What follows belongs to an exercise in optimizing a design on an open flow for small area; a production flow would make more cautious choices.
The RTL was checked by simulation tests, not by an equivalence proof against the original design.
The flow treats the clock pin as an ideal source, which a real chip does not have.
Power and IR drop assume default switching activity.

==> flow/design.v <==
module bcd_to_7seg(
    input  [3:0] bcd,
    output [6:0] seg
);
    wire A = bcd[3], B = bcd[2], C = bcd[1], D = bcd[0];
    assign seg[6] = ~A & ~C & (B ^ D);                   
    assign seg[5] = B & (C ^ D);                         
    assign seg[4] = ~B & C & ~D;                         
    assign seg[3] = (~A & ~B & ~C & D) | (B & ~(C ^ D));  
    assign seg[2] = D | (B & ~C);                        
    assign seg[1] = (~A & ~B & (C | D)) | (C & D);       
    assign seg[0] = (~A & ~B & ~C) | (B & C & D);        
endmodule
module transmitter (
    input  wire i_clk,
    input  wire i_rst,
    input  wire i_tx_ena_n,
    output reg  o_serial
);
    reg [9:0] cnt;
    reg       cy;      
    reg       bw;      
    reg [3:0] st;
    wire done = (st == 4'd11);
    wire busy = (st != 4'd0) && !done;
    wire load = !busy && !i_tx_ena_n;
    always @(posedge i_clk) begin
        if (i_rst) begin
            cnt      <= 10'd0;
            cy       <= 1'b0;
            bw       <= 1'b0;
            st       <= 4'd0;
            o_serial <= 1'b0;
        end else if (load) begin
            cy <= 1'b1;
            bw <= done;
            st <= 4'd1;
        end else if (busy) begin
            o_serial <= cnt[0] ^ bw;
            bw       <= bw & ~cnt[0];
            cnt      <= {cnt[0] ^ cy, cnt[9:1]};
            cy       <= cy & cnt[0];
            st       <= (st == 4'd10) ? 4'd11 : st + 4'd1;
        end else begin
            st <= 4'd0;
        end
    end
endmodule
module receiver (
    input  wire       i_clk,
    input  wire       i_rst,
    input  wire       i_serial,
    input  wire [8:0] i_pattern,
    output reg        o_hit
);
    reg [8:0] shift_reg;
    always @(posedge i_clk) begin
        if (i_rst) begin
            shift_reg <= 9'd0;
            o_hit     <= 1'b0;
        end else begin
            shift_reg <= {i_serial, shift_reg[8:1]};
            o_hit     <= (shift_reg == i_pattern);
        end
    end
endmodule
module one_sec_timer(
    input  wire i_clk,
    input  wire i_rst,
    output wire o_sec_pulse
);
    reg [13:0] s;
    wire fb = ~(s[13] ^ s[10] ^ s[9] ^ s[8]);
    assign o_sec_pulse = ~s[0] & ~s[1] & ~s[2] & ~s[3] & s[4] & ~s[6] &
                         s[7] & s[8] & ~s[9] & ~s[10] & ~s[11];
    always @(posedge i_clk) begin
        if (i_rst)
            s <= 14'd0;
        else if (o_sec_pulse)
            s <= 14'd1;
        else
            s <= {s[12:0], fb};
    end
endmodule
module hit_counter(
    input  wire        i_clk,
    input  wire        i_rst,
    input  wire        i_hit,
    input  wire        i_sec_pulse,
    output reg  [15:0] o_hit_count
);
    wire c0 = i_hit;
    wire c1 = c0 & (o_hit_count[3:0]   == 4'd9);
    wire c2 = c1 & (o_hit_count[7:4]   == 4'd9);
    wire c3 = c2 & (o_hit_count[11:8]  == 4'd9);
    function [3:0] inc10(input [3:0] d);
        inc10 = (d == 4'd9) ? 4'd0 : d + 4'd1;
    endfunction
    always @(posedge i_clk) begin
        if (i_rst || i_sec_pulse) begin
            o_hit_count <= 16'd0;
        end else begin
            if (c0) o_hit_count[3:0]   <= inc10(o_hit_count[3:0]);
            if (c1) o_hit_count[7:4]   <= inc10(o_hit_count[7:4]);
            if (c2) o_hit_count[11:8]  <= inc10(o_hit_count[11:8]);
            if (c3) o_hit_count[15:12] <= inc10(o_hit_count[15:12]);
        end
    end
endmodule
module top_happy_birthday #(
    parameter integer NumDig = 4
)(
    input  wire                   i_clk,
    input  wire                   i_rst,
    input  wire                   i_tx_ena_n,
    input  wire  [8:0]            i_pattern,
    output wire  [NumDig*7-1 : 0] o_hit_count,
    output wire                   o_hit_count_valid
);
    wire        serial_wire;
    wire        hit_pulse;
    wire        sec_pulse;
    wire [15:0] hit_count_bcd;
    reg  [15:0] hit_count_latched;
    transmitter hb_tx (
        .i_clk      (i_clk),
        .i_rst      (i_rst),
        .i_tx_ena_n (i_tx_ena_n),
        .o_serial   (serial_wire)
    );
    receiver hb_rx (
        .i_clk    (i_clk),
        .i_rst    (i_rst),
        .i_serial (serial_wire),
        .i_pattern(i_pattern),
        .o_hit    (hit_pulse)
    );
    one_sec_timer hb_timer (
        .i_clk       (i_clk),
        .i_rst       (i_rst),
        .o_sec_pulse (sec_pulse)
    );
    hit_counter hb_hit_counter (
        .i_clk       (i_clk),
        .i_rst       (i_rst),
        .i_hit       (hit_pulse),
        .i_sec_pulse (sec_pulse),
        .o_hit_count (hit_count_bcd)
    );
    always @(posedge i_clk) begin
        if (i_rst)
            hit_count_latched <= 16'd0;
        else if (sec_pulse)
            hit_count_latched <= hit_count_bcd;
    end
    wire [6:0] seg0, seg1, seg2, seg3;
    bcd_to_7seg u0 (.bcd(hit_count_latched[3:0]),   .seg(seg0));
    bcd_to_7seg u1 (.bcd(hit_count_latched[7:4]),   .seg(seg1));
    bcd_to_7seg u2 (.bcd(hit_count_latched[11:8]),  .seg(seg2));
    bcd_to_7seg u3 (.bcd(hit_count_latched[15:12]), .seg(seg3));
    assign o_hit_count = {seg3, seg2, seg1, seg0};
    assign o_hit_count_valid = sec_pulse;
endmodule
==> flow/flow/run.sh <==
#!/bin/bash
# Standard ORFS layout, with two changes that only affect buffer choice:
#  - the port buffers are sky130 buf_1 cells instead of the default choice;
#  - CTS builds its tree without dummy load cells.
set -euo pipefail
export BUFFER_PORTS_ARGS="-inputs -outputs -buffer_cell sky130_fd_sc_hd__buf_1"
export CTS_ARGS="-sink_clustering_enable -repair_clock_nets -dont_use_dummy_load"
bash standard.sh > make_flow.log 2>&1
==> flow/standard.sh <==
#!/bin/bash
# synth_recipe.tcl (not shown) runs the flow's synth.tcl, then flattens the netlist and writes it again
# the make line also repeats each setting of config.mk as NAME=value (left out here)
make -C /OpenROAD-flow-scripts/flow DESIGN_CONFIG=/design/flow/config.mk WORK_HOME=/design/flow/orfs CLKGATE_MAP_FILE= SYNTH_SCRIPT=/design/flow/synth_recipe.tcl "${@:-finish}"
==> flow/config.mk <==
export PLATFORM = sky130hd
export DESIGN_NAME = top_happy_birthday
export DESIGN_NICKNAME = top_happy_birthday
export VERILOG_FILES = /design/flow/design.v
export SDC_FILE = /design/flow/constraint.sdc
export NUM_CORES = 4
export LEC_CHECK = 0
export CAP_MARGIN = 20
export CORE_MARGIN = 2
export CORE_UTILIZATION = 40
export SLEW_MARGIN = 20
==> flow/constraint.sdc <==
create_clock -name core_clock -period 13.0 [get_ports {i_clk}]
set_input_delay 2.6000 -clock core_clock [delete_from_list [all_inputs] [get_ports {i_clk}]]
set_output_delay 2.6000 -clock core_clock [all_outputs]
set_load 0.01 [all_outputs]
==> notes.md, run 1 <==
----------------------------------------------------
[Setup path]
  FF-to-FF setup slack ... 11.24 ns
  Critical path start-end classification ... reg -> out
  Data arrival time of the critical path ... 1.61 ns
  Endpoint kind of the worst setup timing path ... output pin
  R2R Path End ... hb_hit_counter.o_hit_count[15]
  Maximum net fanout on the critical path ... 24
  Slowest stage delay, CP ... 0.32 ns
  Data required time at the worst endpoint ... 10.40 ns
  Highest-delay cell along the critical path ... sky130_fd_sc_hd__dfxtp_1
  Category of the worst setup path launch point ... register
  Largest delay contributor family on the critical path ... buffers and inverters
  CP cell instances ... nor4b_1, nand4_1, buf_4, inv_1, buf_1
  Buffers and inverters on the worst path ... 3
  Depth of the worst register-to-register path ... 4
  Worst flop-to-flop path startpoint ... hb_hit_counter.o_hit_count[2]

[Power and ir drop]
  Power Dens Cells ... 104 nW/um^2
  Reported leakage power ... 1.55 nW
  Tot Pwr ... 375 uW
  Share of total power in sequential cells ... 0.608
  Combinational power share ... 0.046
  Net switching component of the power ... 80.2 uW
  Clock network fraction of design power ... 0.346
  Fraction of power spent switching nets ... 0.214
  Cell internal power dissipation ... 295 uW
  IR Drop Worst-Case VDD ... 0.0448 mV

[Timing]
  Slew of the pin with the lowest slew margin ... 0.990 ns
  Final critical delay including setup and external delays ... 4.21 ns
  Worst Hold Margin ... 0.459 ns
  Maximum operating frequency ... 0.238 GHz
  Finish-stage setup viols ... 0
  Slew Viols, Final ... 0
  Setup repair after global routing missed its margin ... false
  Final worst-path cycle share ... 0.324
  Worst slew margin ... 0.340
  Endpoints failing hold ... 0
  Final worst-path setup slack ... 8.79 ns
  Setup tns final ... 0 ns
  Worst setup skew after layout ... 0.0255 ns

[Yosys]
  Multiplexer share of the synthesized area ... 0.0853
  Share of the synthesized area in compound gates (AO/OA/AOI/OAI) ... 0.0712
  Adder-Cell Fraction of Synth Area ... 0.0495
  Syn Std Cell Area ... 3290 um^2
  Cell count after synthesis ... 348
  Post-synth top area cell ... sky130_fd_sc_hd__dfxtp_1
  Mean post-synth cell area ... 9.44 um^2
  Yosys warns ... 5
  Xor and xnor area share after synthesis ... 0.0640
  Synth top area share ... 0.445
  Proportion of synthesized flip-flops having asynchronous set or reset ... 0
  Main combinational cell family by area after synthesis ... simple AND/OR/NAND/NOR gates
  Synth Net Count ... 373
  Register area share after synthesis ... 0.445
  Simple-gate share of the synthesized area ... 0.244
  Top cell types by occurrence after synthesis ... sky130_fd_sc_hd__dfxtp_1, sky130_fd_sc_hd__nor2_1, sky130_fd_sc_hd__mux2i_1, sky130_fd_sc_hd__nor2b_1, sky130_fd_sc_hd__inv_1
  Top area cells in the synthesized netlist ... sky130_fd_sc_hd__dfxtp_1, sky130_fd_sc_hd__mux2i_1, sky130_fd_sc_hd__ha_1
  Top FF cell, synth ... sky130_fd_sc_hd__dfxtp_1
  Post-synth EDFFs ... 0
  Post-synthesis sequential element count ... 73
  Most frequent cell after synthesis ... sky130_fd_sc_hd__dfxtp_1
  Distinct cell type count after synthesis ... 44

[Clock tree]
  Deepest level of the CTS H-tree ... 3
  CTS tree ... done
  TritonCTS Buffers ... 9
  Clock Latency Late Sink ... 0.34 ns
  Deepest clock path buffer count ... 2
  Cell chosen for the clock root ... sky130_fd_sc_hd__clkbuf_8
  Clock transition at the registers of the reported paths ... 0.08 ns
  Hold-fix buffers at CTS ... 0
  Post-CTS Repair Setup Buffers ... 0
  Sink Count ... 73
  Cts repair resizes ... 0

[Worst hold path]
  Beginning of the worst hold path ... hb_timer.s[0]
  Hold Crit Depth ... 1
  End point of the worst hold path ... hb_timer.s[1]
  Class of the tightest hold or removal check ... reg -> reg

[Route]
  Ratio of routed vias to standard cells ... 4.86
  Via total after detailed routing ... 2360
  DRT Pass-1 Iters ... 4
  Average detailed-routed wire length per instance ... 11.4 um
  Count of routing violations after the opening detailed-route iteration ... 76
  Routed Antenna Nets ... 0
  DRC errors left ... 0
  Sum of routed wire length over all layers ... 5.55 mm

[Global route]
  First-pass GRT wire length ... 9.12 mm
  Global routing usage summed across all routing layers ... 0.128
  Antenna violations before repair ... 0
  Maximum number of pins on one net before global-route repair ... 53
  Total global routing overflow ... 0
  Vias in the first global route ... 2049

[Die]
  Core area ... 8090 um^2
  Die extent in y ... 94.6 um
  Die Outline Area ... 8950 um^2
  DIE WIDTH ... 94.6 um
  Initial core utilization ... 0.406
  Top-level I/O count ... 41
  Number of placement rows ... 33

[Place]
  GPL Wtd Cong ... 0.719
  Post-place instance area ... 3500 um^2
  IO buf count ... 40
  Post-Place Setup Slack ... 8.64 ns
  DP HPWL ... 3.84 mm

[Layout]
  Share of post-route cells with drive strength above 1 ... 0.0525
  Registers with the highest flip-flop counts ... hb_hit_counter.o_hit_count x16, hit_count_latched x16, hb_timer.s x14
  Antenna diode instance count ... 0
  NumNets Final ... 408
  Post-route cell area ... 3620 um^2
  Area Overhead vs Synth ... 10.3%

[Run]
  Max cap viols ... 0

[Run status]
  Result of the run ... complete, no violations

----------------------------------------------------
## worst max-delay path by stage
stage | from | end | slack (ns) | cells past startpoint
6_report | hb_timer.s[3] | o_hit_count_valid | 8.79 | 5
3_3_place_gp | i_rst | hb_hit_counter.o_hit_count[6] | 8.67 | 4
4_1_cts | hb_timer.s[3] | o_hit_count_valid | 8.75 | 5
2_1_floorplan | hb_timer.s[3] | o_hit_count_valid | 9.18 | 4
3_5_place_dp | i_rst | hb_hit_counter.o_hit_count[0] | 8.64 | 4
5_1_grt | hb_timer.s[1] | o_hit_count_valid | 8.64 | 5
## layout make-up
class                           count  area [um^2]
Clock buffer                        9          124
Fill cell                         811         4470
Inverter                           16         60.1
Multi-Input combinational cell    242         1690
Sequential cell                    73         1460
Tap cell                          105          131
Timing Repair Buffer               41          159
## cell families after synthesis
kind of cell,after synthesis
multiplexers,28
flip-flops,73
buffers and inverters,33
XOR/XNOR,24
adder cells (fa/ha/maj),13
AO/OA/AOI/OAI,36
AND/OR/NAND/NOR,141
## layer usage
layer  vias up  part of all wire  routed length [um]  global-route usage
met5         -                 0                   0                   0
met4         0             0.019                 106              0.0616
met3        10             0.031                 170              0.0263
met2        33              0.42                2350               0.199
met1      1063              0.53                2930               0.170
li1       1254                 -                   -                   -
## through the flow
stage,instances,util
floorplan,348,-
global placement,477,0.433
detailed placement,477,0.433
CTS,486,0.448
global route,486,0.448
finish,486,0.448
## cell usage in the layout, fill, tap and decap left out, drive strengths merged, types with 10 or more instances in the layout
cell type and count:
nor3 14, mux2i 28, nand2 10, dfxtp 73, nor2b 25, clkbuf 10, buf 40, nor2 40
xnor2 15, ha 13, inv 16
## power by group through the flow
stage	Sequential [mW]	Combinational [mW]	Clock [mW]
2_1_floorplan	0.233	0.0143	0
3_3_place_gp	0.233	0.0173	0
3_5_place_dp	0.233	0.0175	0
4_1_cts	0.228	0.0175	0.135
5_1_grt	0.229	0.0194	0.143
6_report	0.228	0.0172	0.130
## worst reg2reg max path: cells and delay by family (launching register included)
kind / cells / cell delay, ns
DFF: 1 / 0.36
AOI/OAI and AO/OA: 1 / 0.16
and+or+nand+nor: 3 / 1.16
==> inputs of run 2 (changes only) <==
==> flow/flow/run.sh (replaced) <==
#!/bin/bash
set -euo pipefail
export BUFFER_PORTS_ARGS="-inputs -outputs -buffer_cell sky130_fd_sc_hd__buf_1"
export CTS_ARGS="-sink_clustering_enable -repair_clock_nets -dont_use_dummy_load -buf_list sky130_fd_sc_hd__clkbuf_16 -root_buf sky130_fd_sc_hd__clkbuf_16 -sink_clustering_size 100 -sink_clustering_max_diameter 500"
bash standard.sh > make_flow.log 2>&1
==> notes.md, run 2 <==
----------------------------------------------------
[Layout]
  Footprint of the multi-input gates ... 1690 um^2
  Post-route cell area ... 3730 um^2
  Final Non-Filler Cells ... 486
  Commonest non-fill, non-tap cells in the layout ... sky130_fd_sc_hd__dfxtp_1, sky130_fd_sc_hd__nor2_1, sky130_fd_sc_hd__buf_1
  Area Overhead vs Synth ... 13.4%
  NumNets Final ... 408
  Antenna diode instance count ... 0
  Fill cells ... 801
  Leading cell type in the layout, fill and taps excluded ... sky130_fd_sc_hd__dfxtp_1
  Share of post-route cells with drive strength above 1 ... 0.0525
  Registers with the highest flip-flop counts ... hb_hit_counter.o_hit_count x16, hit_count_latched x16, hb_timer.s x14
  Combined flip-flop and latch cell area ... 1460 um^2

[Worst hold path]
  Class of the tightest hold or removal check ... reg -> reg

[Power and ir drop]
  Reported leakage power ... 1.59 nW
  Net switching component of the power ... 87.8 uW
  Combinational power share ... 0.039
  Clock network fraction of design power ... 0.444
  Fraction of power spent switching nets ... 0.198
  Power Dens Cells ... 119 nW/um^2
  Share of total power in sequential cells ... 0.517
  IR Drop Worst-Case VDD ... 0.0661 mV
  Cell internal power dissipation ... 355 uW
  Tot Pwr ... 443 uW

[Yosys]
  Yosys warns ... 5
  Distinct cell type count after synthesis ... 44
  Top FF cell, synth ... sky130_fd_sc_hd__dfxtp_1
  Top area cells in the synthesized netlist ... sky130_fd_sc_hd__dfxtp_1, sky130_fd_sc_hd__mux2i_1, sky130_fd_sc_hd__ha_1
  Proportion of synthesized flip-flops having asynchronous set or reset ... 0
  Mean post-synth cell area ... 9.44 um^2
  Syn Std Cell Area ... 3290 um^2
  Register area share after synthesis ... 0.445
  Top cell types by occurrence after synthesis ... sky130_fd_sc_hd__dfxtp_1, sky130_fd_sc_hd__nor2_1, sky130_fd_sc_hd__mux2i_1, sky130_fd_sc_hd__nor2b_1, sky130_fd_sc_hd__inv_1
  Synth top area share ... 0.445
  Synth Net Count ... 373
  Post-synth EDFFs ... 0
  Most frequent cell after synthesis ... sky130_fd_sc_hd__dfxtp_1
  Cell count after synthesis ... 348
  Post-synth top area cell ... sky130_fd_sc_hd__dfxtp_1
  Post-synthesis sequential element count ... 73

[Die]
  Top-level I/O count ... 41
  Die extent in y ... 94.6 um
  Core area ... 8090 um^2
  DIE WIDTH ... 94.6 um
  Number of placement rows ... 33
  Die Outline Area ... 8950 um^2
  Initial core utilization ... 0.406

[Setup path]
  Category of the worst setup path launch point ... register
  Highest-delay cell along the critical path ... sky130_fd_sc_hd__dfxtp_1
  Data arrival time of the critical path ... 1.59 ns
  Endpoint kind of the worst setup timing path ... output pin
  Critical path start-end classification ... reg -> out
  Maximum net fanout on the critical path ... 24
  Data required time at the worst endpoint ... 10.40 ns
  CP cell instances ... nor4b_1, nand4_1, buf_4, inv_1, buf_1
  Slowest stage delay, CP ... 0.32 ns

[Timing]
  Setup tns final ... 0 ns
  Worst setup skew after layout ... 0.0160 ns
  Setup repair after global routing missed its margin ... false
  Slew of the pin with the lowest slew margin ... 0.985 ns
  Slew Viols, Final ... 0
  Final critical delay including setup and external delays ... 4.19 ns
  Final worst-path cycle share ... 0.323
  Maximum operating frequency ... 0.238 GHz
  Finish-stage setup viols ... 0
  Worst slew margin ... 0.343
  Endpoints failing hold ... 0

[Place]
  IO buf count ... 40
  Number of cells after detailed placement ... 477
  Post-place instance area ... 3500 um^2
  GPL Wtd Cong ... 0.719
  DP HPWL ... 3.84 mm

[Clock tree]
  Clock transition at the registers of the reported paths ... 0.06 ns
  Deepest clock path buffer count ... 2
  CTS tree ... done
  Cts repair resizes ... 0
  Post-CTS Repair Setup Buffers ... 0
  Clock Latency Late Sink ... 0.33 ns
  Cell chosen for the clock root ... sky130_fd_sc_hd__clkbuf_16
  TritonCTS Buffers ... 9
  Hold-fix buffers at CTS ... 0
  Sink Count ... 73
  Deepest level of the CTS H-tree ... 3

[Run]
  Max cap viols ... 0

[Route]
  DRC errors left ... 0
  Via total after detailed routing ... 2361
  Count of routing violations after the opening detailed-route iteration ... 53
  Sum of routed wire length over all layers ... 5.61 mm
  Average detailed-routed wire length per instance ... 11.5 um
  Ratio of routed vias to standard cells ... 4.86
  Routed Antenna Nets ... 0
  DRT Pass-1 Iters ... 4

[Global route]
  Global routing usage summed across all routing layers ... 0.132
  Maximum number of pins on one net before global-route repair ... 53
  Vias in the first global route ... 2066
  First-pass GRT wire length ... 9.26 mm
  Total global routing overflow ... 0
  Antenna violations before repair ... 0

[Run status]
  Result of the run ... complete, no violations

----------------------------------------------------
-- run 2: cell counts after synthesis --
Identical to the previous run, type by type.
-- run 2: power by group through the flow --
stage / logic, mW / registers (mW) / clock network, mW
final: 0.0172 / 0.229 / 0.196
after global routing: 0.0194 / 0.229 / 0.212
after CTS: 0.0175 / 0.229 / 0.203
after detailed placement: 0.0175 / 0.233 / 0
after global placement: 0.0173 / 0.233 / 0
after floorplan: 0.0143 / 0.233 / 0
-- run 2: through the flow --
step / setup WS [ns] / hold WS (ns) / util
floorplan: 9.18 / 0.437 / -
global placement: 8.67 / 0.453 / 0.433
detailed placement: 8.64 / 0.453 / 0.433
CTS: 8.77 / 0.464 / 0.460
global route: 8.66 / 0.481 / 0.460
finish: 8.81 / 0.459 / 0.460
-- run 2: cell families (layout without fill, tap and decap cells) --
| family | count (synthesis) | after routing | synth area share |
|---|---|---|---|
| XOR/XNOR | 24 | 24 | 0.0640 |
| AO/OA/AOI/OAI | 36 | 36 | 0.0712 |
| multiplexers | 28 | 28 | 0.0853 |
| buffers and inverters | 33 | 66 | 0.0411 |
| flip-flops | 73 | 73 | 0.445 |
| adder cells (fa/ha/maj) | 13 | 13 | 0.0495 |
| AND/OR/NAND/NOR | 141 | 141 | 0.244 |
-- run 2: final timing paths --
path                            startpoint                              to  slack (ns)  cells after the start
min                          hb_timer.s[0]                   hb_timer.s[1]        0.46                      1
min reg2reg                  hb_timer.s[0]                   hb_timer.s[1]        0.46                      1
max                          hb_timer.s[3]               o_hit_count_valid        8.81                      5
max reg2reg  hb_hit_counter.o_hit_count[0]  hb_hit_counter.o_hit_count[15]       11.24                      4
-- run 2: layout make-up --
class                   count  share of cell area
multi-input cells         242               0.453
flip-flops and latches     73               0.392
clock buffers               9              0.0604
repair buffers             41              0.0426
well taps                 105              0.0353
inverters                  16              0.0161
-- run 2: routing by layer --
layer | global-route usage | vias to the layer above | wire, um
li1 | - | 1260 | -
met1 | 0.173 | 1060 | 2920
met2 | 0.202 | 33 | 2420
met3 | 0.0311 | 8 | 159
met4 | 0.0725 | 0 | 104
met5 | 0 | - | 0
-- run 2: critical path: cells and delay by family, from the launching register on --
kind | cells | cell delay (ns)
buf+inv | 3 | 0.51
simple gates | 2 | 0.44
flops | 1 | 0.32
==> inputs of run 3 (changes only) <==
==> flow/run.sh (new file) <==
#!/bin/bash
# synth_recipe.tcl (not shown) runs the flow's synth.tcl, then flattens the netlist and writes it again
# the make line also repeats each setting of config.mk as NAME=value (left out here)
make -C /OpenROAD-flow-scripts/flow DESIGN_CONFIG=/design/flow/config.mk WORK_HOME=/design/flow/orfs CLKGATE_MAP_FILE= SYNTH_SCRIPT=/design/flow/synth_recipe.tcl finish
removed: flow/flow/run.sh
removed: flow/standard.sh
==> notes.md, run 3 <==
----------------------------------------------------
[Route]
  Count of routing violations after the opening detailed-route iteration ... 83
  DRT Pass-1 Iters ... 4
  DRC errors left ... 0
  Routed Antenna Nets ... 0
  Sum of routed wire length over all layers ... 5.77 mm
  Average detailed-routed wire length per instance ... 11.7 um
  Via total after detailed routing ... 2418
  Ratio of routed vias to standard cells ... 4.89

[Power and ir drop]
  Net switching component of the power ... 95.6 uW
  Cell internal power dissipation ... 324 uW
  Share of total power in sequential cells ... 0.544
  Fraction of power spent switching nets ... 0.228
  Clock network fraction of design power ... 0.409
  Reported leakage power ... 1.67 nW
  Combinational power share ... 0.047
  IR Drop Worst-Case VDD ... 0.0629 mV
  Tot Pwr ... 419 uW
  Power Dens Cells ... 106 nW/um^2

[Yosys]
  Synth top area share ... 0.445
  Top cell types by occurrence after synthesis ... sky130_fd_sc_hd__dfxtp_1, sky130_fd_sc_hd__nor2_1, sky130_fd_sc_hd__mux2i_1, sky130_fd_sc_hd__nor2b_1, sky130_fd_sc_hd__inv_1
  Distinct cell type count after synthesis ... 44
  Synth Net Count ... 373
  Post-synth top area cell ... sky130_fd_sc_hd__dfxtp_1
  Most frequent cell after synthesis ... sky130_fd_sc_hd__dfxtp_1
  Yosys warns ... 5
  Proportion of synthesized flip-flops having asynchronous set or reset ... 0
  Post-synthesis sequential element count ... 73
  Mean post-synth cell area ... 9.44 um^2
  Syn Std Cell Area ... 3290 um^2
  Top FF cell, synth ... sky130_fd_sc_hd__dfxtp_1
  Top area cells in the synthesized netlist ... sky130_fd_sc_hd__dfxtp_1, sky130_fd_sc_hd__mux2i_1, sky130_fd_sc_hd__ha_1
  Register area share after synthesis ... 0.445
  Post-synth EDFFs ... 0
  Cell count after synthesis ... 348

[Setup path]
  R2R Path End ... hb_hit_counter.o_hit_count[15]
  Data arrival time of the critical path ... 2.05 ns
  Buffers and inverters on the worst path ... 2
  Worst flop-to-flop path startpoint ... hb_hit_counter.o_hit_count[2]
  Category of the worst setup path launch point ... register
  Slowest stage delay, CP ... 0.60 ns
  FF-to-FF setup slack ... 11.25 ns
  Data required time at the worst endpoint ... 10.40 ns
  Critical path start-end classification ... reg -> out
  Largest delay contributor family on the critical path ... buffers and inverters
  Maximum net fanout on the critical path ... 7
  Endpoint kind of the worst setup timing path ... output pin
  CP cell instances ... inv_1, ha_1, nand2b_1, o41ai_1, clkdlybuf4s50_1
  Depth of the worst register-to-register path ... 4
  Highest-delay cell along the critical path ... sky130_fd_sc_hd__clkdlybuf4s50_1

[Layout]
  Final Non-Filler Cells ... 494
  Footprint of the multi-input gates ... 1690 um^2
  Area Overhead vs Synth ... 20.3%
  Fill cells ... 812
  Share of post-route cells with drive strength above 1 ... 0.0694
  Antenna diode instance count ... 0
  Registers with the highest flip-flop counts ... hb_hit_counter.o_hit_count x16, hit_count_latched x16, hb_timer.s x14
  NumNets Final ... 409
  Fin util ... 0.488
  Combined flip-flop and latch cell area ... 1460 um^2
  Leading cell type in the layout, fill and taps excluded ... sky130_fd_sc_hd__dfxtp_1
  Commonest non-fill, non-tap cells in the layout ... sky130_fd_sc_hd__dfxtp_1, sky130_fd_sc_hd__clkdlybuf4s50_1, sky130_fd_sc_hd__nor2_1

[Place]
  GPL Wtd Cong ... 0.698
  DP HPWL ... 4.03 mm
  Post-Place Setup Slack ... 8.55 ns
  IO buf count ... 40
  Number of cells after detailed placement ... 478

[Timing]
  Setup repair after global routing missed its margin ... false
  Maximum operating frequency ... 0.215 GHz
  Endpoints failing hold ... 0
  Worst setup skew after layout ... 0.0113 ns
  Finish-stage setup viols ... 0
  Slew Viols, Final ... 0
  Final worst-path setup slack ... 8.35 ns
  Final critical delay including setup and external delays ... 4.65 ns
  Worst slew margin ... 0.651
  Slew of the pin with the lowest slew margin ... 0.523 ns
  Setup tns final ... 0 ns
  Final worst-path cycle share ... 0.357

[Die]
  Core area ... 8090 um^2
  Top-level I/O count ... 41
  Initial core utilization ... 0.406
  Number of placement rows ... 33
  Die Outline Area ... 8950 um^2
  Die extent in y ... 94.6 um
  DIE WIDTH ... 94.6 um

[Clock tree]
  Clock transition at the registers of the reported paths ... 0.08 ns
  CTS tree ... done
  TritonCTS Buffers ... 9
  Deepest level of the CTS H-tree ... 3
  Post-CTS Repair Setup Buffers ... 0
  Deepest clock path buffer count ... 2
  Cts repair resizes ... 0
  Hold-fix buffers at CTS ... 0
  Cell chosen for the clock root ... sky130_fd_sc_hd__clkbuf_8
  Sink Count ... 73
  Clock Latency Late Sink ... 0.34 ns

[Global route]
  First-pass GRT wire length ... 9.96 mm
  Vias in the first global route ... 2177
  Global routing usage summed across all routing layers ... 0.138
  Antenna violations before repair ... 0
  Maximum number of pins on one net before global-route repair ... 53
  Total global routing overflow ... 0

[Worst hold path]
  Class of the tightest hold or removal check ... reg -> reg
  End point of the worst hold path ... hb_timer.s[2]
  Beginning of the worst hold path ... hb_timer.s[1]
  Hold Crit Depth ... 1

[Run status]
  Result of the run ... complete, no violations

[Run]
  Max cap viols ... 0

----------------------------------------------------
[run 3: final cells by class]
class,instances,share of cell area
Timing Repair Buffer,42,0.105
Inverter,16,0.0152
Sequential cell,73,0.370
Clock inverter,7,0.0180
Multi-Input combinational cell,242,0.427
Tap cell,105,0.0332
Clock buffer,9,0.0313
[run 3: per-layer routing]
layer	up-vias	global-route usage	routed length [um]
met2	35	0.212	2530
met4	0	0.0580	97
li1	1257	-	-
met5	-	0	0
met1	1116	0.187	2960
met3	10	0.0287	187
[run 3: worst max path at each step]
stage | cells after the start | startpoint | slack (ns) | endpoint
finish | 5 | hit_count_latched[4] | 8.35 | o_hit_count[10]
global route | 5 | hit_count_latched[9] | 8.23 | o_hit_count[17]
CTS | 5 | hit_count_latched[4] | 8.35 | o_hit_count[10]
detailed placement | 5 | i_rst | 8.55 | hb_hit_counter.o_hit_count[4]
global placement | 5 | i_rst | 8.59 | hb_hit_counter.o_hit_count[0]
floorplan | 4 | hb_timer.s[3] | 9.18 | o_hit_count_valid
[run 3: worst register-to-register path, cell delays in order (launching register included)]
cell and delay [ns]:
sky130_fd_sc_hd__dfxtp_1 0.36, sky130_fd_sc_hd__and4b_1 0.50, sky130_fd_sc_hd__nand4_4 0.17, sky130_fd_sc_hd__or4b_1 0.49, sky130_fd_sc_hd__a31oi_1 0.16
[run 3: kinds of logic (layout without fill, tap and decap cells)]
kind of cell,count (synthesis),count (layout),synth area share
adder cells (fa/ha/maj),13,13,0.0495
buffers and inverters,33,74,0.0411
XOR/XNOR,24,24,0.0640
flip-flops,73,73,0.445
multiplexers,28,28,0.0853
AND/OR/NAND/NOR,141,141,0.244
AO/OA/AOI/OAI,36,36,0.0712
[run 3: power by group through the flow]
stage	Sequential [mW]	Combinational [mW]	Clock (mW)
after detailed placement	0.233	0.0202	0
after floorplan	0.233	0.0143	0
after CTS	0.228	0.0203	0.176
after global placement	0.233	0.0198	0
final	0.228	0.0198	0.171
after global routing	0.228	0.0223	0.186
[run 3: through the flow]
stage	hold slack (ns)	cell area [um^2]
after floorplan	0.437	3290
after global placement	0.454	3760
after detailed placement	0.456	3760
after CTS	0.468	3950
after global routing	0.476	3950
final	0.464	3950
==> inputs of run 4 (changes only) <==
==> flow/flow/run.sh (new file) <==
#!/bin/bash
# Standard ORFS layout, with changes that only affect buffer choice:
#  - the port buffers are sky130 buf_1 cells instead of the default choice;
#  - CTS builds its tree without dummy loads, and post_cts.tcl then downsizes
#    each clock buffer as far as the clock-pin slew allows.
set -euo pipefail
here=$(pwd)
export BUFFER_PORTS_ARGS="-inputs -outputs -buffer_cell sky130_fd_sc_hd__buf_1"
export CTS_ARGS="-sink_clustering_enable -repair_clock_nets -dont_use_dummy_load"
export POST_CTS_TCL=$here/flow/post_cts.tcl
export CLK_SLEW_LIMIT_NS=${CLK_SLEW_LIMIT_NS:-0.075}
bash standard.sh > make_flow.log 2>&1
==> flow/flow/post_cts.tcl (new file) <==
set limit $::env(CLK_SLEW_LIMIT_NS)
set sizes {sky130_fd_sc_hd__clkbuf_1 sky130_fd_sc_hd__clkbuf_2 sky130_fd_sc_hd__clkbuf_4 sky130_fd_sc_hd__clkbuf_8 sky130_fd_sc_hd__clkbuf_16}
proc worst_clk_slew {} {
  estimate_parasitics -placement
  set w 0.0
  foreach p [get_pins -of_objects [all_registers] -filter "name==CLK"] {
    set s [get_property $p slew_max]
    if {$s > $w} { set w $s }
  }
  return $w
}
set bufs {}
foreach inst [[ord::get_db_block] getInsts] {
  if {[string match "clkbuf_*_i_clk" [$inst getName]]} { lappend bufs [$inst getName] }
}
# leaves (level > 0) first, then the root
set bufs [lsort -decreasing $bufs]
puts "clock buffers: $bufs; worst clock slew [worst_clk_slew]"
foreach b $bufs {
  set orig [[[ord::get_db_block] findInst $b] getMaster]
  set orig [$orig getName]
  foreach s $sizes {
    if {$s eq $orig} { break }
    replace_cell $b $s
    set w [worst_clk_slew]
    if {$w <= $limit} { puts "$b: $orig -> $s (worst clock slew $w)"; break }
    replace_cell $b $orig
  }
}
puts "worst clock slew after sizing [worst_clk_slew]"
detailed_placement
check_placement -verbose
estimate_parasitics -placement
==> flow/standard.sh (new file) <==
#!/bin/bash
# synth_recipe.tcl (not shown) runs the flow's synth.tcl, then flattens the netlist and writes it again
# the make line also repeats each setting of config.mk as NAME=value (left out here)
make -C /OpenROAD-flow-scripts/flow DESIGN_CONFIG=/design/flow/config.mk WORK_HOME=/design/flow/orfs CLKGATE_MAP_FILE= SYNTH_SCRIPT=/design/flow/synth_recipe.tcl "${@:-finish}"
removed: flow/run.sh
==> notes.md, run 4 <==
----------------------------------------------------
[Global route]
  Antenna violations before repair ... 0
  Maximum number of pins on one net before global-route repair ... 53
  Vias in the first global route ... 2049
  Total global routing overflow ... 0
  Global routing usage summed across all routing layers ... 0.128
  First-pass GRT wire length ... 9.12 mm

[Setup path]
  CP cell instances ... nor4b_1, nand4_1, buf_4, inv_1, buf_1
  Largest delay contributor family on the critical path ... buffers and inverters
  Critical path start-end classification ... reg -> out
  R2R Path End ... hb_hit_counter.o_hit_count[15]
  Slowest stage delay, CP ... 0.32 ns
  Maximum net fanout on the critical path ... 24
  Category of the worst setup path launch point ... register
  Worst flop-to-flop path startpoint ... hb_hit_counter.o_hit_count[2]
  FF-to-FF setup slack ... 11.24 ns
  Endpoint kind of the worst setup timing path ... output pin
  Highest-delay cell along the critical path ... sky130_fd_sc_hd__dfxtp_1
  Buffers and inverters on the worst path ... 3
  Depth of the worst register-to-register path ... 4
  Data required time at the worst endpoint ... 10.40 ns
  Data arrival time of the critical path ... 1.61 ns

[Power and ir drop]
  IR Drop Worst-Case VDD ... 0.0448 mV
  Power Dens Cells ... 104 nW/um^2
  Reported leakage power ... 1.55 nW

[Yosys]
  Synth top area share ... 0.445
  Top FF cell, synth ... sky130_fd_sc_hd__dfxtp_1
  Post-synth top area cell ... sky130_fd_sc_hd__dfxtp_1
  Top area cells in the synthesized netlist ... sky130_fd_sc_hd__dfxtp_1, sky130_fd_sc_hd__mux2i_1, sky130_fd_sc_hd__ha_1
  Post-synthesis sequential element count ... 73
  Post-synth EDFFs ... 0
  Yosys warns ... 5
  Cell count after synthesis ... 348
  Register area share after synthesis ... 0.445
  Most frequent cell after synthesis ... sky130_fd_sc_hd__dfxtp_1
  Mean post-synth cell area ... 9.44 um^2
  Top cell types by occurrence after synthesis ... sky130_fd_sc_hd__dfxtp_1, sky130_fd_sc_hd__nor2_1, sky130_fd_sc_hd__mux2i_1, sky130_fd_sc_hd__nor2b_1, sky130_fd_sc_hd__inv_1
  Synth Net Count ... 373
  Proportion of synthesized flip-flops having asynchronous set or reset ... 0
  Syn Std Cell Area ... 3290 um^2
  Distinct cell type count after synthesis ... 44

[Route]
  Count of routing violations after the opening detailed-route iteration ... 76
  Sum of routed wire length over all layers ... 5.55 mm
  Via total after detailed routing ... 2360
  Average detailed-routed wire length per instance ... 11.4 um
  DRC errors left ... 0
  Routed Antenna Nets ... 0
  Ratio of routed vias to standard cells ... 4.86
  DRT Pass-1 Iters ... 4

[Place]
  Number of cells after detailed placement ... 477
  DP HPWL ... 3.84 mm
  GPL Wtd Cong ... 0.719
  Post-place instance area ... 3500 um^2
  IO buf count ... 40

[Layout]
  Leading cell type in the layout, fill and taps excluded ... sky130_fd_sc_hd__dfxtp_1
  Area Overhead vs Synth ... 10.3%
  Post-route cell area ... 3620 um^2
  Registers with the highest flip-flop counts ... hb_hit_counter.o_hit_count x16, hit_count_latched x16, hb_timer.s x14
  Share of post-route cells with drive strength above 1 ... 0.0525
  Commonest non-fill, non-tap cells in the layout ... sky130_fd_sc_hd__dfxtp_1, sky130_fd_sc_hd__nor2_1, sky130_fd_sc_hd__buf_1
  NumNets Final ... 408
  Antenna diode instance count ... 0
  Final Non-Filler Cells ... 486

[Clock tree]
  Clock transition at the registers of the reported paths ... 0.08 ns
  CTS tree ... done
  Clock Latency Late Sink ... 0.34 ns
  Sink Count ... 73

[Timing]
  Slew Viols, Final ... 0
  Worst slew margin ... 0.340
  Setup repair after global routing missed its margin ... false
  Final critical delay including setup and external delays ... 4.21 ns
  Final worst-path cycle share ... 0.324
  Worst setup skew after layout ... 0.0255 ns
  Maximum operating frequency ... 0.238 GHz
  Finish-stage setup viols ... 0
  Slew of the pin with the lowest slew margin ... 0.990 ns
  Worst Hold Margin ... 0.459 ns
  Setup tns final ... 0 ns
  Endpoints failing hold ... 0

[Die]
  Top-level I/O count ... 41
  Core area ... 8090 um^2
  Number of placement rows ... 33
  Initial core utilization ... 0.406
  Die Outline Area ... 8950 um^2
  DIE WIDTH ... 94.6 um
  Die extent in y ... 94.6 um

[Worst hold path]
  Class of the tightest hold or removal check ... reg -> reg
  Hold Crit Depth ... 1
  End point of the worst hold path ... hb_timer.s[1]
  Beginning of the worst hold path ... hb_timer.s[0]

[Run status]
  Result of the run ... complete, no violations

[Run]
  Max cap viols ... 0

----------------------------------------------------
-- run 4: cell types whose count changed in the layout (fill, tap and decap cells not counted) --
cell                              before  now
sky130_fd_sc_hd__clkdlybuf4s50_1      40    0
sky130_fd_sc_hd__buf_1                 0   39
sky130_fd_sc_hd__clkinvlp_4            3    0
sky130_fd_sc_hd__clkinv_2              2    0
sky130_fd_sc_hd__buf_4                 2    1
sky130_fd_sc_hd__bufinv_16             1    0
sky130_fd_sc_hd__clkbuf_2              0    1
sky130_fd_sc_hd__clkinv_4              1    0
-- run 4: power breakdown --
group	internal [mW]	switching [mW]	total (mW)	leakage, nW
logic	0.00696	0.0102	0.0172	0.893
registers	0.227	0.00182	0.228	0.590
clock network	0.0617	0.0682	0.130	0.0647
-- run 4: stage by stage --
step                power, mW   util  worst slack, ns
finish                  0.375  0.448             8.79
global route            0.391  0.448             8.64
detailed placement      0.251  0.433             8.64
global placement        0.251  0.433             8.67
floorplan               0.247      -             9.18
-- run 4: layout make-up --
class                           count  area, um^2
Timing Repair Buffer               41         159
Fill cell                         811        4470
Tap cell                          105         131
Multi-Input combinational cell    242        1690
Inverter                           16        60.1
Sequential cell                    73        1460
Clock buffer                        9         124
-- run 4: routing by layer --
layer,global-route usage,wire [um]
met5,0,0
met4,0.0616,106
met3,0.0263,170
met2,0.199,2350
met1,0.170,2930
-- run 4: worst max-delay path by stage --
| stage | startpoint | endpoint | slack, ns | cells past startpoint |
|---|---|---|---|---|
| after global routing | hb_timer.s[1] | o_hit_count_valid | 8.64 | 5 |
| after global placement | i_rst | hb_hit_counter.o_hit_count[6] | 8.67 | 4 |
| final | hb_timer.s[3] | o_hit_count_valid | 8.79 | 5 |
| after detailed placement | i_rst | hb_hit_counter.o_hit_count[0] | 8.64 | 4 |
| after floorplan | hb_timer.s[3] | o_hit_count_valid | 9.18 | 4 |
-- run 4: cell families (layout without fill, tap and decap cells) --
logic type / count (synthesis) / in the layout / share of synthesized area
compound gates: 36 / 36 / 0.0712
xor+xnor: 24 / 24 / 0.0640
fa+ha+maj: 13 / 13 / 0.0495
buf+inv: 33 / 66 / 0.0411
flops: 73 / 73 / 0.445
mux: 28 / 28 / 0.0853
simple gates: 141 / 141 / 0.244
==> inputs of run 5 (changes only) <==
--- a/flow/flow/run.sh
+++ b/flow/flow/run.sh
@@ -9,4 +9,4 @@
 export CTS_ARGS="-sink_clustering_enable -repair_clock_nets -dont_use_dummy_load"
 export POST_CTS_TCL=$here/flow/post_cts.tcl
-export CLK_SLEW_LIMIT_NS=${CLK_SLEW_LIMIT_NS:-0.075}
+export CLK_SLEW_LIMIT_NS=${CLK_SLEW_LIMIT_NS:-0.115}
 bash standard.sh > make_flow.log 2>&1
==> notes.md, run 5 <==
----------------------------------------------------
[Place]
  DP HPWL ... 3.84 mm
  GPL Wtd Cong ... 0.719
  IO buf count ... 40
  Number of cells after detailed placement ... 477

[Power and ir drop]
  Fraction of power spent switching nets ... 0.225
  Power Dens Cells ... 96.3 nW/um^2
  Cell internal power dissipation ... 267 uW
  Share of total power in sequential cells ... 0.663
  IR Drop Worst-Case VDD ... 0.0393 mV
  Combinational power share ... 0.050
  Clock network fraction of design power ... 0.287
  Reported leakage power ... 1.53 nW
  Tot Pwr ... 344 uW
  Net switching component of the power ... 77.3 uW

[Timing]
  Final critical delay including setup and external delays ... 4.35 ns
  Worst Hold Margin ... 0.443 ns
  Final worst-path cycle share ... 0.335
  Finish-stage setup viols ... 0
  Maximum operating frequency ... 0.230 GHz
  Worst slew margin ... 0.340
  Setup repair after global routing missed its margin ... false
  Slew of the pin with the lowest slew margin ... 0.991 ns
  Endpoints failing hold ... 0
  Setup tns final ... 0 ns
  Slew Viols, Final ... 0
  Worst setup skew after layout ... 0.0275 ns

[Yosys]
  Main combinational cell family by area after synthesis ... simple AND/OR/NAND/NOR gates
  Most frequent cell after synthesis ... sky130_fd_sc_hd__dfxtp_1
  Proportion of synthesized flip-flops having asynchronous set or reset ... 0
  Cell count after synthesis ... 348
  Synth top area share ... 0.445
  Adder-Cell Fraction of Synth Area ... 0.0495
  Syn Std Cell Area ... 3290 um^2
  Post-synth EDFFs ... 0
  Top cell types by occurrence after synthesis ... sky130_fd_sc_hd__dfxtp_1, sky130_fd_sc_hd__nor2_1, sky130_fd_sc_hd__mux2i_1, sky130_fd_sc_hd__nor2b_1, sky130_fd_sc_hd__inv_1
  Post-synth top area cell ... sky130_fd_sc_hd__dfxtp_1
  Mean post-synth cell area ... 9.44 um^2
  Simple-gate share of the synthesized area ... 0.244
  Synth Net Count ... 373
  Post-synthesis sequential element count ... 73
  Multiplexer share of the synthesized area ... 0.0853
  Top FF cell, synth ... sky130_fd_sc_hd__dfxtp_1
  Share of the synthesized area in compound gates (AO/OA/AOI/OAI) ... 0.0712
  Distinct cell type count after synthesis ... 44
  Register area share after synthesis ... 0.445
  Xor and xnor area share after synthesis ... 0.0640
  Yosys warns ... 5
  Top area cells in the synthesized netlist ... sky130_fd_sc_hd__dfxtp_1, sky130_fd_sc_hd__mux2i_1, sky130_fd_sc_hd__ha_1

[Layout]
  Registers with the highest flip-flop counts ... hb_hit_counter.o_hit_count x16, hit_count_latched x16, hb_timer.s x14
  Antenna diode instance count ... 0
  Area Overhead vs Synth ... 8.72%
  Share of post-route cells with drive strength above 1 ... 0.0525
  Commonest non-fill, non-tap cells in the layout ... sky130_fd_sc_hd__dfxtp_1, sky130_fd_sc_hd__nor2_1, sky130_fd_sc_hd__buf_1
  NumNets Final ... 408
  Fill cells ... 819
  Final Non-Filler Cells ... 486
  Leading cell type in the layout, fill and taps excluded ... sky130_fd_sc_hd__dfxtp_1
  Fin util ... 0.441

[Run]
  Max cap viols ... 0

[Setup path]
  Highest-delay cell along the critical path ... sky130_fd_sc_hd__dfxtp_1
  Maximum net fanout on the critical path ... 7
  Crit path launch ... hit_count_latched[5]
  Endpoint kind of the worst setup timing path ... output pin
  Data arrival time of the critical path ... 1.75 ns
  Depth of the worst register-to-register path ... 4
  Worst flop-to-flop path startpoint ... hb_rx.o_hit
  Worst setup path endpoint ... o_hit_count[10]
  CP cell instances ... inv_1, ha_1, nand2b_1, o41ai_1, buf_1
  Critical path start-end classification ... reg -> out
  FF-to-FF setup slack ... 11.23 ns
  R2R Path End ... hb_hit_counter.o_hit_count[15]
  Category of the worst setup path launch point ... register
  Slowest stage delay, CP ... 0.48 ns
  Data required time at the worst endpoint ... 10.40 ns

[Die]
  DIE WIDTH ... 94.6 um
  Core area ... 8090 um^2
  Die Outline Area ... 8950 um^2
  Number of placement rows ... 33
  Top-level I/O count ... 41
  Initial core utilization ... 0.406
  Die extent in y ... 94.6 um

[Route]
  DRT Pass-1 Iters ... 4
  Routed Antenna Nets ... 0
  Ratio of routed vias to standard cells ... 4.86
  DRC errors left ... 0
  Via total after detailed routing ... 2363
  Average detailed-routed wire length per instance ... 11.5 um
  Count of routing violations after the opening detailed-route iteration ... 60
  Sum of routed wire length over all layers ... 5.57 mm

[Global route]
  First-pass GRT wire length ... 9.14 mm
  Antenna violations before repair ... 0
  Maximum number of pins on one net before global-route repair ... 53
  Global routing usage summed across all routing layers ... 0.129
  Total global routing overflow ... 0
  Vias in the first global route ... 2043

[Clock tree]
  Clock transition at the registers of the reported paths ... 0.10 ns
  CTS tree ... done
  Sink Count ... 73
  Clock Latency Late Sink ... 0.47 ns

[Worst hold path]
  Class of the tightest hold or removal check ... reg -> reg

[Run status]
  Result of the run ... complete, no violations

----------------------------------------------------
-- run 5: worst max-delay path, delay by kind of cell (launching register included) --
family,cells,cell delay [ns]
flip-flops,1,0.48
buffers and inverters,2,0.31
adder cells (fa/ha/maj),1,0.29
AND/OR/NAND/NOR,1,0.14
AO/OA/AOI/OAI,1,0.07
-- run 5: metrics by stage --
stage	cell area, um^2	worst slack [ns]
floorplan	3290	9.18
global placement	3500	8.67
detailed placement	3500	8.64
global route	3570	8.50
finish	3570	8.65
-- run 5: logic make-up (layout without fill, tap and decap cells) --
kind of cell | Yosys count | count (layout)
simple gates | 141 | 141
xor+xnor | 24 | 24
buf+inv | 33 | 66
compound gates | 36 | 36
fa+ha+maj | 13 | 13
flops | 73 | 73
mux | 28 | 28
-- run 5: worst min-delay path by stage --
| stage | start | to | slack, ns | depth (start not counted) |
|---|---|---|---|---|
| after floorplan | hb_timer.s[12] | hb_timer.s[13] | 0.44 | 1 |
| after global placement | hb_timer.s[5] | hb_timer.s[6] | 0.45 | 1 |
| after detailed placement | hb_timer.s[5] | hb_timer.s[6] | 0.45 | 1 |
| after global routing | hb_timer.s[12] | hb_timer.s[13] | 0.46 | 1 |
| final | hb_timer.s[12] | hb_timer.s[13] | 0.44 | 1 |
-- run 5: power groups by stage --
| stage | registers, mW | clock network (mW) | logic, mW |
|---|---|---|---|
| after floorplan | 0.233 | 0 | 0.0143 |
| after global routing | 0.229 | 0.112 | 0.0194 |
| after global placement | 0.233 | 0 | 0.0173 |
| after detailed placement | 0.233 | 0 | 0.0175 |
| final | 0.228 | 0.0987 | 0.0172 |
-- run 5: cell type report --
class	count	area [um^2]	area share
tap	105	131	0.0368
timing repair buffer	41	159	0.0445
clock buffer	9	71.3	0.0200
inverter	16	60.1	0.0168
multi-input combinational	242	1690	0.473
sequential	73	1460	0.409
-- run 5: per-layer routing --
metal	GRT usage	vias to the layer above	routed length (um)
met1	0.171	1065	2950
met4	0.0616	0	123
li1	-	1255	-
met5	0	-	0
met3	0.0287	11	160
met2	0.199	32	2330
==> inputs of run 6 (changes only) <==
==> flow/design.v (replaced) <==
module bcd_to_7seg(
    input  [3:0] bcd,
    output [6:0] seg
);
    wire [3:0] d = bcd;
    assign seg[6] = (~d[0] & d[1] & ~d[3]) | (d[2] & ~d[3]);  
    assign seg[5] = (d[0] & d[1] & d[3]);  
    assign seg[4] = (~d[0] & d[1] & d[2]);  
    assign seg[3] = (~d[0] & ~d[3]);  
    assign seg[2] = (~d[0] & ~d[2]) | (d[0] & d[1] & d[2]) | (~d[3]);  
    assign seg[1] = (~d[0] & ~d[1]) | (~d[0] & d[3]);  
    assign seg[0] = (~d[0] & ~d[1]) | (~d[1] & ~d[2]);  
endmodule
module transmitter (
    input  wire i_clk,
    input  wire i_rst,
    input  wire i_tx_ena_n,
    output reg  o_serial
);
    reg [9:0] cnt;
    reg       cy;
    reg       bw;
    reg [3:0] st;
    wire done = (~st[0] & st[2] & ~st[3]);
    wire busy = (st[0]) | (st[3]);
    wire load = !busy && !i_tx_ena_n;
    wire [3:0] st_next;         
    assign st_next[0] = (st[3]);
    assign st_next[1] = (~st[2] & ~st[3]) | (st[2] & st[3]);
    assign st_next[2] = (~st[1]) | (~st[3]);
    assign st_next[3] = (~st[0]) | (st[1] & ~st[2]) | (st[1] & ~st[3]);
    wire sh   = busy & ~i_rst;
    wire hold = ~busy & ~i_rst;
    always @(posedge i_clk)
        cnt <= ({10{sh}} & {cnt[0] ^ cy, cnt[9:1]}) | ({10{hold}} & cnt);
    always @(posedge i_clk) begin
        if (i_rst) begin
            cy       <= 1'b0;
            bw       <= 1'b0;
            st       <= 4'b0000;
            o_serial <= 1'b0;
        end else if (load) begin
            cy <= 1'b1;
            bw <= done;
            st <= 4'b1000;
        end else if (busy) begin
            o_serial <= cnt[0] ^ bw;
            bw       <= bw & ~cnt[0];
            cy       <= cy & cnt[0];
            st       <= st_next;
        end else begin
            st <= 4'b0000;
        end
    end
endmodule
module receiver (
    input  wire       i_clk,
    input  wire       i_rst,
    input  wire       i_serial,
    input  wire [8:0] i_pattern,
    output reg        o_hit
);
    localparam [8:0] INV = 9'b010101010;
    reg  [8:0] q;
    wire [8:0] shift_reg = q ^ INV;
    always @(posedge i_clk) begin
        if (i_rst) begin
            q     <= INV;
            o_hit <= 1'b0;
        end else begin
            q     <= {i_serial, shift_reg[8:1]} ^ INV;
            o_hit <= (shift_reg == i_pattern);
        end
    end
endmodule
module one_sec_timer(
    input  wire i_clk,
    input  wire i_rst,
    output wire o_sec_pulse
);
    localparam [13:0] INV = 14'b10101010101010;
    reg  [13:0] q;
    wire [13:0] s = q ^ INV;
    wire fb = ~(s[13] ^ s[10] ^ s[9] ^ s[8]);
    assign o_sec_pulse = ~s[0] & ~s[1] & ~s[2] & ~s[3] & s[4] & ~s[6] &
                         s[7] & s[8] & ~s[9] & ~s[10] & ~s[11];
    always @(posedge i_clk) begin
        if (i_rst)
            q <= INV;
        else if (o_sec_pulse)
            q <= 14'd1 ^ INV;
        else
            q <= {s[12:0], fb} ^ INV;
    end
endmodule
module hit_counter(
    input  wire        i_clk,
    input  wire        i_rst,
    input  wire        i_hit,
    input  wire        i_sec_pulse,
    output reg  [15:0] o_hit_count
);
    localparam [3:0] ZERO = 4'b1001;
    function [3:0] next_digit(input [3:0] d);
        next_digit = {(d[1] & d[2]) | (~d[3]),
                      (~d[1] & ~d[2]) | (~d[0] & ~d[3]),
                      (~d[0] & d[1]) | (d[2]),
                      (d[0] & d[2]) | (~d[2] & ~d[3])};
    endfunction
    function is_nine(input [3:0] d);
        is_nine = (d[0] & ~d[3]);
    endfunction
    wire c0 = i_hit;
    wire c1 = c0 & is_nine(o_hit_count[3:0]);
    wire c2 = c1 & is_nine(o_hit_count[7:4]);
    wire c3 = c2 & is_nine(o_hit_count[11:8]);
    always @(posedge i_clk) begin
        if (i_rst || i_sec_pulse) begin
            o_hit_count <= {4{ZERO}};
        end else begin
            if (c0) o_hit_count[3:0]   <= next_digit(o_hit_count[3:0]);
            if (c1) o_hit_count[7:4]   <= next_digit(o_hit_count[7:4]);
            if (c2) o_hit_count[11:8]  <= next_digit(o_hit_count[11:8]);
            if (c3) o_hit_count[15:12] <= next_digit(o_hit_count[15:12]);
        end
    end
endmodule
module top_happy_birthday #(
    parameter integer NumDig = 4
)(
    input  wire                   i_clk,
    input  wire                   i_rst,
    input  wire                   i_tx_ena_n,
    input  wire  [8:0]            i_pattern,
    output wire  [NumDig*7-1 : 0] o_hit_count,
    output wire                   o_hit_count_valid
);
    wire        serial_wire;
    wire        hit_pulse;
    wire        sec_pulse;
    wire [15:0] hit_count_bcd;
    reg  [15:0] hit_count_latched;
    transmitter hb_tx (
        .i_clk      (i_clk),
        .i_rst      (i_rst),
        .i_tx_ena_n (i_tx_ena_n),
        .o_serial   (serial_wire)
    );
    receiver hb_rx (
        .i_clk    (i_clk),
        .i_rst    (i_rst),
        .i_serial (serial_wire),
        .i_pattern(i_pattern),
        .o_hit    (hit_pulse)
    );
    one_sec_timer hb_timer (
        .i_clk       (i_clk),
        .i_rst       (i_rst),
        .o_sec_pulse (sec_pulse)
    );
    hit_counter hb_hit_counter (
        .i_clk       (i_clk),
        .i_rst       (i_rst),
        .i_hit       (hit_pulse),
        .i_sec_pulse (sec_pulse),
        .o_hit_count (hit_count_bcd)
    );
    localparam [3:0] ZERO = 4'b1001;   
    wire ld_new  = sec_pulse & ~i_rst;
    wire ld_keep = ~sec_pulse & ~i_rst;
    always @(posedge i_clk)
        hit_count_latched <= ({16{ld_new}} & hit_count_bcd) |
                             ({16{ld_keep}} & hit_count_latched) |
                             ({16{i_rst}} & {4{ZERO}});
    wire [6:0] seg0, seg1, seg2, seg3;
    bcd_to_7seg u0 (.bcd(hit_count_latched[3:0]),   .seg(seg0));
    bcd_to_7seg u1 (.bcd(hit_count_latched[7:4]),   .seg(seg1));
    bcd_to_7seg u2 (.bcd(hit_count_latched[11:8]),  .seg(seg2));
    bcd_to_7seg u3 (.bcd(hit_count_latched[15:12]), .seg(seg3));
    assign o_hit_count = {seg3, seg2, seg1, seg0};
    assign o_hit_count_valid = sec_pulse;
endmodule
--- a/flow/flow/run.sh
+++ b/flow/flow/run.sh
@@ -3,5 +3,7 @@
 #  - the port buffers are sky130 buf_1 cells instead of the default choice;
 #  - CTS builds its tree without dummy loads, and post_cts.tcl then downsizes
-#    each clock buffer as far as the clock-pin slew allows.
+#    each clock buffer as far as the clock-pin slew allows;
+#  - after global routing, repair_timing -recover_power downsizes gates that
+#    have slack to spare.
 set -euo pipefail
 here=$(pwd)
@@ -10,3 +12,4 @@
 export POST_CTS_TCL=$here/flow/post_cts.tcl
 export CLK_SLEW_LIMIT_NS=${CLK_SLEW_LIMIT_NS:-0.115}
+export RECOVER_POWER=${RECOVER_POWER:-100}
 bash standard.sh > make_flow.log 2>&1
==> notes.md, run 6 <==
----------------------------------------------------
[Layout]
  Antenna diode instance count ... 0
  Commonest non-fill, non-tap cells in the layout ... sky130_fd_sc_hd__dfxtp_1, sky130_fd_sc_hd__nand2_1, sky130_fd_sc_hd__nor2_1
  Leading cell type in the layout, fill and taps excluded ... sky130_fd_sc_hd__dfxtp_1
  Share of post-route cells with drive strength above 1 ... 0.0351
  Flip-flop count of the largest register, all copies and words added ... 16
  Post-route cell area ... 3220 um^2
  Area Overhead vs Synth ... 8.20%
  NumNets Final ... 386
  Registers with the highest flip-flop counts ... hit_count_latched x16, hb_timer.q x14, hb_hit_counter.o_hit_count x12
  Top reg by flops ... hit_count_latched

[Clock tree]
  Sink Count ... 73
  Clock Latency Late Sink ... 0.75 ns
  CTS tree ... done
  Clock transition at the registers of the reported paths ... 0.10 ns

[Die]
  DIE WIDTH ... 90.2 um
  Core area ... 7210 um^2
  Die Outline Area ... 8140 um^2
  Die extent in y ... 90.2 um
  Top-level I/O count ... 41
  Number of placement rows ... 31
  Initial core utilization ... 0.412

[Setup path]
  Maximum net fanout on the critical path ... 18
  Data arrival time of the critical path ... 2.79 ns
  Category of the worst setup path launch point ... register
  Critical path start-end classification ... reg -> out
  Endpoint kind of the worst setup timing path ... output pin
  Data required time at the worst endpoint ... 10.40 ns

[Yosys]
  Top cell types by occurrence after synthesis ... sky130_fd_sc_hd__dfxtp_1, sky130_fd_sc_hd__nand2_1, sky130_fd_sc_hd__nor2_1, sky130_fd_sc_hd__a21oi_1, sky130_fd_sc_hd__mux2i_1
  Synth top area share ... 0.491
  Cell count after synthesis ... 340
  Distinct cell type count after synthesis ... 52
  Post-synth top area cell ... sky130_fd_sc_hd__dfxtp_1
  Synth Net Count ... 354
  Mean post-synth cell area ... 8.75 um^2
  Yosys warns ... 5
  Most frequent cell after synthesis ... sky130_fd_sc_hd__dfxtp_1
  Top area cells in the synthesized netlist ... sky130_fd_sc_hd__dfxtp_1, sky130_fd_sc_hd__nand2_1, sky130_fd_sc_hd__nor2_1
  Post-synth EDFFs ... 0
  Syn Std Cell Area ... 2980 um^2
  Top FF cell, synth ... sky130_fd_sc_hd__dfxtp_1
  Post-synthesis sequential element count ... 73
  Register area share after synthesis ... 0.491
  Proportion of synthesized flip-flops having asynchronous set or reset ... 0

[Timing]
  Finish-stage setup viols ... 0
  Worst slew margin ... -0.230
  Final critical delay including setup and external delays ... 5.39 ns
  Setup repair after global routing missed its margin ... false
  Endpoints failing hold ... 0
  Final worst-path cycle share ... 0.415
  Worst Hold Margin ... 0.367 ns
  Slew Viols, Final ... 45
  Setup tns final ... 0 ns
  Maximum operating frequency ... 0.185 GHz
  Slew of the pin with the lowest slew margin ... 1.84 ns
  Worst setup skew after layout ... 0.0334 ns

[Place]
  DP HPWL ... 3.68 mm
  IO buf count ... 40
  Post-place instance area ... 3160 um^2
  GPL Wtd Cong ... 0.760

[Run status]
  Layout check failures ... max-capacitance violations, max-slew violations
  Result of the run ... failed layout checks

[Global route]
  Vias in the first global route ... 2098
  Antenna violations before repair ... 0
  Maximum number of pins on one net before global-route repair ... 45
  First-pass GRT wire length ... 9.40 mm
  Global routing usage summed across all routing layers ... 0.142
  Total global routing overflow ... 0

[Route]
  Routed Antenna Nets ... 0
  Sum of routed wire length over all layers ... 5.50 mm
  Count of routing violations after the opening detailed-route iteration ... 96
  Average detailed-routed wire length per instance ... 11.7 um
  Ratio of routed vias to standard cells ... 4.94
  DRT Pass-1 Iters ... 4
  Via total after detailed routing ... 2315
  DRC errors left ... 0

[Worst hold path]
  Class of the tightest hold or removal check ... reg -> reg

[Run]
  Max cap viols ... 1

[Power and ir drop]
  Reported leakage power ... 1.14 nW
  Combinational power share ... 0.044
  Power Dens Cells ... 108 nW/um^2
  Share of total power in sequential cells ... 0.658
  Fraction of power spent switching nets ... 0.232
  Net switching component of the power ... 80.7 uW
  IR Drop Worst-Case VDD ... 0.0811 mV
  Cell internal power dissipation ... 268 uW
  Clock network fraction of design power ... 0.298

----------------------------------------------------
[run 6: cell types whose count changed after synthesis, moves of 5 or more]
| cell | previous run | this run |
|---|---|---|
| sky130_fd_sc_hd__o21ai_0 | 8 | 3 |
| sky130_fd_sc_hd__o211ai_1 | 0 | 5 |
| sky130_fd_sc_hd__a21oi_1 | 9 | 30 |
| sky130_fd_sc_hd__o21ai_1 | 0 | 5 |
| sky130_fd_sc_hd__nor2b_1 | 25 | 2 |
| sky130_fd_sc_hd__nor3_1 | 14 | 4 |
| sky130_fd_sc_hd__inv_1 | 16 | 8 |
| sky130_fd_sc_hd__mux2i_1 | 28 | 17 |
| sky130_fd_sc_hd__nand2_1 | 10 | 55 |
| sky130_fd_sc_hd__nor2_1 | 39 | 46 |
| sky130_fd_sc_hd__ha_1 | 13 | 2 |
| sky130_fd_sc_hd__xnor2_1 | 15 | 7 |
[run 6: layer usage]
metal | vias up | global-route usage | part of all wire
met5 | - | 0 | 0
met4 | 0 | 0.0500 | 0.0096
met3 | 7 | 0.0553 | 0.046
met2 | 48 | 0.226 | 0.44
met1 | 1045 | 0.176 | 0.51
li1 | 1215 | - | -
[run 6: layout make-up]
type | count | area [um^2]
Clock buffer | 9 | 76.3
Fill cell | 729 | 4000
Inverter | 12 | 45.0
Multi-Input combinational cell | 235 | 1360
Sequential cell | 73 | 1460
Tap cell | 99 | 124
Timing Repair Buffer | 41 | 154
[run 6: worst paths after layout]
kind,depth (start not counted),slack [ns],start,end
worst max-delay path,4,7.61,hb_timer.q[6],o_hit_count_valid
worst min-delay path,1,0.37,hb_timer.q[12],hb_timer.q[13]
worst max register to register,4,10.81,hb_timer.q[6],hit_count_latched[7]
worst min register to register,1,0.37,hb_timer.q[12],hb_timer.q[13]
[run 6: cell families after synthesis]
logic type / share of synthesized area
buffers and inverters: 0.0496
AOI/OAI and AO/OA: 0.132
adders and majority gates: 0.00841
xor gates and xnor gates: 0.0353
and+or+nand+nor: 0.227
muxes: 0.0572
DFF: 0.491
[run 6: power groups by stage]
stage               registers [mW]  logic (mW)  clock network [mW]
floorplan                    0.234      0.0122                   0
global placement             0.234      0.0155                   0
detailed placement           0.234      0.0159                   0
global route                 0.230      0.0175               0.117
finish                       0.229      0.0153               0.104
[run 6: worst max-delay path: stages (launching register included)]
cell and delay (ns):
sky130_fd_sc_hd__dfxtp_1 0.33, sky130_fd_sc_hd__or3_4 0.41, sky130_fd_sc_hd__nor3_4 0.15, sky130_fd_sc_hd__clkbuf_1 0.93, sky130_fd_sc_hd__buf_1 0.22
[run 6: metrics by stage]
| stage | util | setup slack [ns] | total power [mW] | instances |
|---|---|---|---|---|
| after floorplan | - | 9.22 | 0.246 | 340 |
| after detailed placement | 0.438 | 8.50 | 0.250 | 460 |
| after global placement | 0.438 | 8.56 | 0.250 | 460 |
| after global routing | 0.446 | 7.35 | 0.364 | 469 |
| final | 0.446 | 7.61 | 0.348 | 469 |

what the ideal ports hide:
The results above use ideal ports. As a check the final layouts listed here were re-extracted and re-timed, cells and wires unchanged. Step 1: set_driving_cell puts a clkbuf_16 on i_clk and a buf_2 on each other input, an assumption about the parent block. Step 2 also shifts input and output timing later by t, the mid clock arrival at the registers, as if the neighbouring blocks saw the same clock. a / b / c = no drivers / after step 1 / after step 2; a / b = the first two.
run	t, ns	slack for setup (ns)	hold WS [ns]	slew at the worst register clock pin (ns)	worst slew at a driven data input, ns
run 1	0.356	8.793 / 8.765 / 8.679	0.459 / 0.459 / 0.459	0.08 / 0.08	0.03
run 2	0.352	8.806 / 8.772 / 8.680	0.459 / 0.459 / 0.459	0.06 / 0.06	0.03
run 3	0.360	8.353 / 8.326 / 8.579	0.464 / 0.464 / 0.464	0.08 / 0.08	0.03
run 4	0.356	8.793 / 8.765 / 8.679	0.459 / 0.459 / 0.459	0.08 / 0.08	0.03
run 5	0.485	8.645 / 8.619 / 8.682	0.443 / 0.443 / 0.443	0.11 / 0.11	0.03
run 6	0.762	7.608 / 7.580 / 7.185	0.367 / 0.367 / 0.367	0.11 / 0.11	0.03
The setup slack of run 6, which loses most, moves by -0.028 ns with the drivers and by -0.423 ns with both steps.
